Source: an optimization exercise on an open RTL-to-GDS flow (aim: small area). Production flows keep margins and buffers that such runs may drop.
In this exercise RTL edits were held to simulation tests only and were not proved equivalent to the original.

Setup of run D:
==> flow/design.v <==
module InputProcessor (
    input clk,
    input [2:0] switches,
    input confirm_key1,
    input confirm_key2,
    input reset_key,
    input next_p2,
    output reg [2:0] column,
    output reg confirm,
    output reg reset
);
    always @(posedge clk) begin
        column <= switches;
        confirm <= next_p2 ? !confirm_key2 : !confirm_key1;
        reset <= !reset_key;
    end
endmodule
module gameLogic(
    input clk,
    input clear,
    input [2:0] column,
    input turn,
    input place,
    output line
);
    reg [48:0] b;               
    reg [41:0] occ;             
    reg [41:0] m;               
    reg [48:0] d;
    reg found;
    integer c, r;
    always @* begin
        for (c = 0; c < 7; c = c + 1) begin
            occ[c*6+5] = b[c*7+6];
            for (r = 4; r >= 0; r = r - 1)
                occ[c*6+r] = occ[c*6+r+1] | b[c*7+r+1];
            for (r = 0; r < 6; r = r + 1)
                m[c*6+r] = b[c*7+r] & (occ[c*6+r] | (column == c));
            d[c*7] = clear | (b[c*7] ^ (turn & occ[c*6]));
            for (r = 1; r < 6; r = r + 1)
                d[c*7+r] = !clear & ((b[c*7+r] ^ (turn & occ[c*6+r])) |
                                     (place & (column == c) & b[c*7+r-1] & !occ[c*6+r]));
            d[c*7+6] = !clear & (b[c*7+6] | (place & (column == c) & b[c*7+5]));
        end
        found = 1'b0;
        for (r = 0; r < 6; r = r + 1)
            for (c = 0; c < 4; c = c + 1)
                if (m[c*6+r] & m[(c+1)*6+r] & m[(c+2)*6+r] & m[(c+3)*6+r]) found = 1'b1;
        for (c = 0; c < 7; c = c + 1)
            for (r = 0; r < 3; r = r + 1)
                if (m[c*6+r] & m[c*6+r+1] & m[c*6+r+2] & m[c*6+r+3]) found = 1'b1;
        for (r = 0; r < 3; r = r + 1)
            for (c = 0; c < 4; c = c + 1) begin
                if (m[c*6+r] & m[(c+1)*6+r+1] & m[(c+2)*6+r+2] & m[(c+3)*6+r+3]) found = 1'b1;
                if (m[c*6+r+3] & m[(c+1)*6+r+2] & m[(c+2)*6+r+1] & m[(c+3)*6+r]) found = 1'b1;
            end
    end
    assign line = found;
    always @(posedge clk) begin
        b <= d;
    end
endmodule
module control(
    input clk,
    input clear,
    input [2:0] column_select,
    input confirm_move,
    output next_p2,
    output [1:0] player_led,
    output [1:0] winner_led
);
    reg chk, won, p2, confirm_prev;
    wire place = confirm_move && !confirm_prev;
    wire turn = chk && !won;
    wire line;
    gameLogic game_logic(
        .clk(clk),
        .clear(clear),
        .column(column_select),
        .turn(turn),
        .place(place),
        .line(line)
    );
    assign next_p2 = !clear && (p2 ^ turn);
    always @(posedge clk) begin
        confirm_prev <= confirm_move;
    end
    always @(posedge clk) begin
        if (clear) begin
            chk <= 1'b0;
            won <= 1'b0;
        end else begin
            chk <= !chk && !won && confirm_move;
            won <= won || (place && line);
        end
        p2 <= next_p2;
    end
    assign player_led = {p2, !p2};
    assign winner_led = {won && p2, won && !p2};
endmodule
module TopLevelModule(
    input clk,
    input [2:0] switches,
    input confirm_key1,
    input confirm_key2,
    input reset_key,
    output [1:0] player_led,
    output [1:0] winner_led
);
    wire [2:0] column_select;
    wire confirm_move;
    wire reset_game;
    wire next_p2;
    InputProcessor input_proc(
        .clk(clk),
        .switches(switches),
        .confirm_key1(confirm_key1),
        .confirm_key2(confirm_key2),
        .reset_key(reset_key),
        .next_p2(next_p2),
        .column(column_select),
        .confirm(confirm_move),
        .reset(reset_game)
    );
    control control_unit(
        .clk(clk),
        .clear(reset_game | !reset_key),
        .column_select(column_select),
        .confirm_move(confirm_move),
        .next_p2(next_p2),
        .player_led(player_led),
        .winner_led(winner_led)
    );
endmodule
Settings: LEC_CHECK=0, ABC_AREA=1, ABC_CLOCK_PERIOD_IN_PS=10000, CAP_MARGIN=0, CORE_MARGIN=2, CORE_UTILIZATION=60, SLEW_MARGIN=0; clock period 10.0 ns.
standard.sh (not shown) runs the stock make flow with config.mk's settings and CLKGATE_MAP_FILE= SYNTH_SCRIPT=/design/flow/synth_recipe.tcl, a recipe that flattens the netlist after the stock synthesis.
==> flow/flow/run.sh <==
#!/bin/bash
# Own layout flow: the standard flow (standard.sh) with three changes that
# only affect area: synthesis maps with an area-oriented ABC script
# (flow/area.abc) instead of ORFS's abc_area.script, the port buffers are the
# smallest buffer, and clock tree synthesis adds no dummy loads.
# Everything else, including the standard flow's synthesis script, is unchanged.
set -euo pipefail
W=$(pwd)
F=$W/flow
CTS=${CTS_OVERRIDE:-"-sink_clustering_enable -repair_clock_nets -dont_use_dummy_load"}
# The standard flow's synthesis script, with yosys's abc command wrapped so it runs area.abc
{
  echo 'proc abc {args} {'
  echo '  set i [lsearch -exact $args -script]'
  echo "  if {\$i >= 0} { lset args [expr {\$i + 1}] {$F/area.abc} }"
  echo '  yosys abc {*}$args'
  echo '}'
  cat "$W/synth_recipe.tcl"
} > "$W/area_synth.tcl"
bash "$W/standard.sh" SYNTH_SCRIPT="$W/area_synth.tcl" \
  BUFFER_PORTS_ARGS="-buffer_cell sky130_fd_sc_hd__buf_1" \
  CTS_ARGS="$CTS" \
  finish > "$W/standard_flow.log" 2>&1
==> flow/flow/area.abc <==
strash
&get -n
&deepsyn -T 60
&dch -f
&nf -a -R 1000
&put
Modified inputs, run C compared to run D
==> flow/design.v <==
module InputProcessor (
    input clk,
    input confirm_key1,
    input confirm_key2,
    input reset_key,
    input next_p2,
    output confirm,
    output reg confirm_prev,
    output reg reset
);
    assign confirm = next_p2 ? !confirm_key2 : !confirm_key1;
    always @(posedge clk) begin
        confirm_prev <= confirm;
        reset <= !reset_key;
    end
endmodule
module gameLogic(
    input clk,
    input clear,
    input [2:0] column,
    input turn,
    input place,
    output line
);
    reg [48:0] b;               
    reg [41:0] occ;             
    reg [41:0] m;               
    reg [48:0] d;
    reg found;
    integer c, r;
    always @* begin
        for (c = 0; c < 7; c = c + 1) begin
            occ[c*6+5] = b[c*7+6];
            for (r = 4; r >= 0; r = r - 1)
                occ[c*6+r] = occ[c*6+r+1] | b[c*7+r+1];
            for (r = 0; r < 6; r = r + 1)
                m[c*6+r] = b[c*7+r] & occ[c*6+r];
            d[c*7] = clear | (b[c*7] ^ (turn & occ[c*6]));
            for (r = 1; r < 6; r = r + 1)
                d[c*7+r] = !clear & ((b[c*7+r] ^ (turn & occ[c*6+r])) |
                                     (place & (column == c) & b[c*7+r-1] & !occ[c*6+r]));
            d[c*7+6] = !clear & (b[c*7+6] | (place & (column == c) & b[c*7+5]));
        end
        found = 1'b0;
        for (r = 0; r < 6; r = r + 1)
            for (c = 0; c < 4; c = c + 1)
                if (m[c*6+r] & m[(c+1)*6+r] & m[(c+2)*6+r] & m[(c+3)*6+r]) found = 1'b1;
        for (c = 0; c < 7; c = c + 1)
            for (r = 0; r < 3; r = r + 1)
                if (m[c*6+r] & m[c*6+r+1] & m[c*6+r+2] & m[c*6+r+3]) found = 1'b1;
        for (r = 0; r < 3; r = r + 1)
            for (c = 0; c < 4; c = c + 1) begin
                if (m[c*6+r] & m[(c+1)*6+r+1] & m[(c+2)*6+r+2] & m[(c+3)*6+r+3]) found = 1'b1;
                if (m[c*6+r+3] & m[(c+1)*6+r+2] & m[(c+2)*6+r+1] & m[(c+3)*6+r]) found = 1'b1;
            end
    end
    assign line = found;
    always @(posedge clk) begin
        b <= d;
    end
endmodule
module control(
    input clk,
    input clear,
    input board_clear,
    input [2:0] column,
    input confirm_move,
    input confirm_prev,
    output next_p2,
    output [1:0] player_led,
    output [1:0] winner_led
);
    reg chk, won, p2;
    wire line;
    wire next_chk = !clear && !chk && !won && confirm_prev;
    wire next_won = !clear && line;
    assign next_p2 = !clear && (p2 ^ (chk && !won));
    gameLogic game_logic(
        .clk(clk),
        .clear(board_clear),
        .column(column),
        .turn(next_chk && !next_won),
        .place(confirm_move && !confirm_prev),
        .line(line)
    );
    always @(posedge clk) begin
        chk <= next_chk;
        won <= next_won;
        p2 <= next_p2;
    end
    assign player_led = {p2, !p2};
    assign winner_led = {won && p2, won && !p2};
endmodule
module TopLevelModule(
    input clk,
    input [2:0] switches,
    input confirm_key1,
    input confirm_key2,
    input reset_key,
    output [1:0] player_led,
    output [1:0] winner_led
);
    wire confirm_move;
    wire confirm_prev;
    wire reset_game;
    wire next_p2;
    InputProcessor input_proc(
        .clk(clk),
        .confirm_key1(confirm_key1),
        .confirm_key2(confirm_key2),
        .reset_key(reset_key),
        .next_p2(next_p2),
        .confirm(confirm_move),
        .confirm_prev(confirm_prev),
        .reset(reset_game)
    );
    control control_unit(
        .clk(clk),
        .clear(reset_game | !reset_key),
        .board_clear(!reset_key),
        .column(switches),
        .confirm_move(confirm_move),
        .confirm_prev(confirm_prev),
        .next_p2(next_p2),
        .player_led(player_led),
        .winner_led(winner_led)
    );
endmodule
[summary]
- Going from run D to run C, the post-synthesis share of cell area spent on xor and xnor gates was found to have gone down by 4.5 points.
- Sort run C and run D by unique cell type count in the Yosys netlist desc -> top: run C
- Diff run D -> run C: area occupied by registers fell about 7%; y dimension of the die fell about 3.3%; worst hold path depth rose 1.
- The critical path depth number comes out higher for run C vs run D.
- From run D to run C the numbers moved as follows: total number of multi-input combinational cells shows a reduction of 21, non-clock buffer count higher, smallest hold slack climbed 95 ps, total via count after detailed routing now sits lower.

what the ideal ports hide:
In the flow no input, the clock included, has a driving cell. The finished layouts below were timed again as built, in two steps.
Step 1: set_driving_cell puts a clkbuf_16 on clk and a buf_2 on each other input, an assumption about the parent block.
Step 2 also shifts input and output timing later by t, the mid clock arrival at the registers, as if the neighbouring blocks saw the same clock.
a / b / c = no drivers / after step 1 / after step 2; a / b = the first two.
run | shift t [ns] | slack for setup (ns) | worst setup path after step 2 | cell pins on the clock port's net
run D | 0.362 | 6.197 / 6.205 / 5.842 | input to register | 1
run C | 0.334 | 5.617 / 5.617 / 5.380 | input to register | 1
After both steps every run listed still meets setup and hold. The setup slack of run D, which loses most, moves by +0.008 ns with the drivers and by -0.355 ns with both steps.
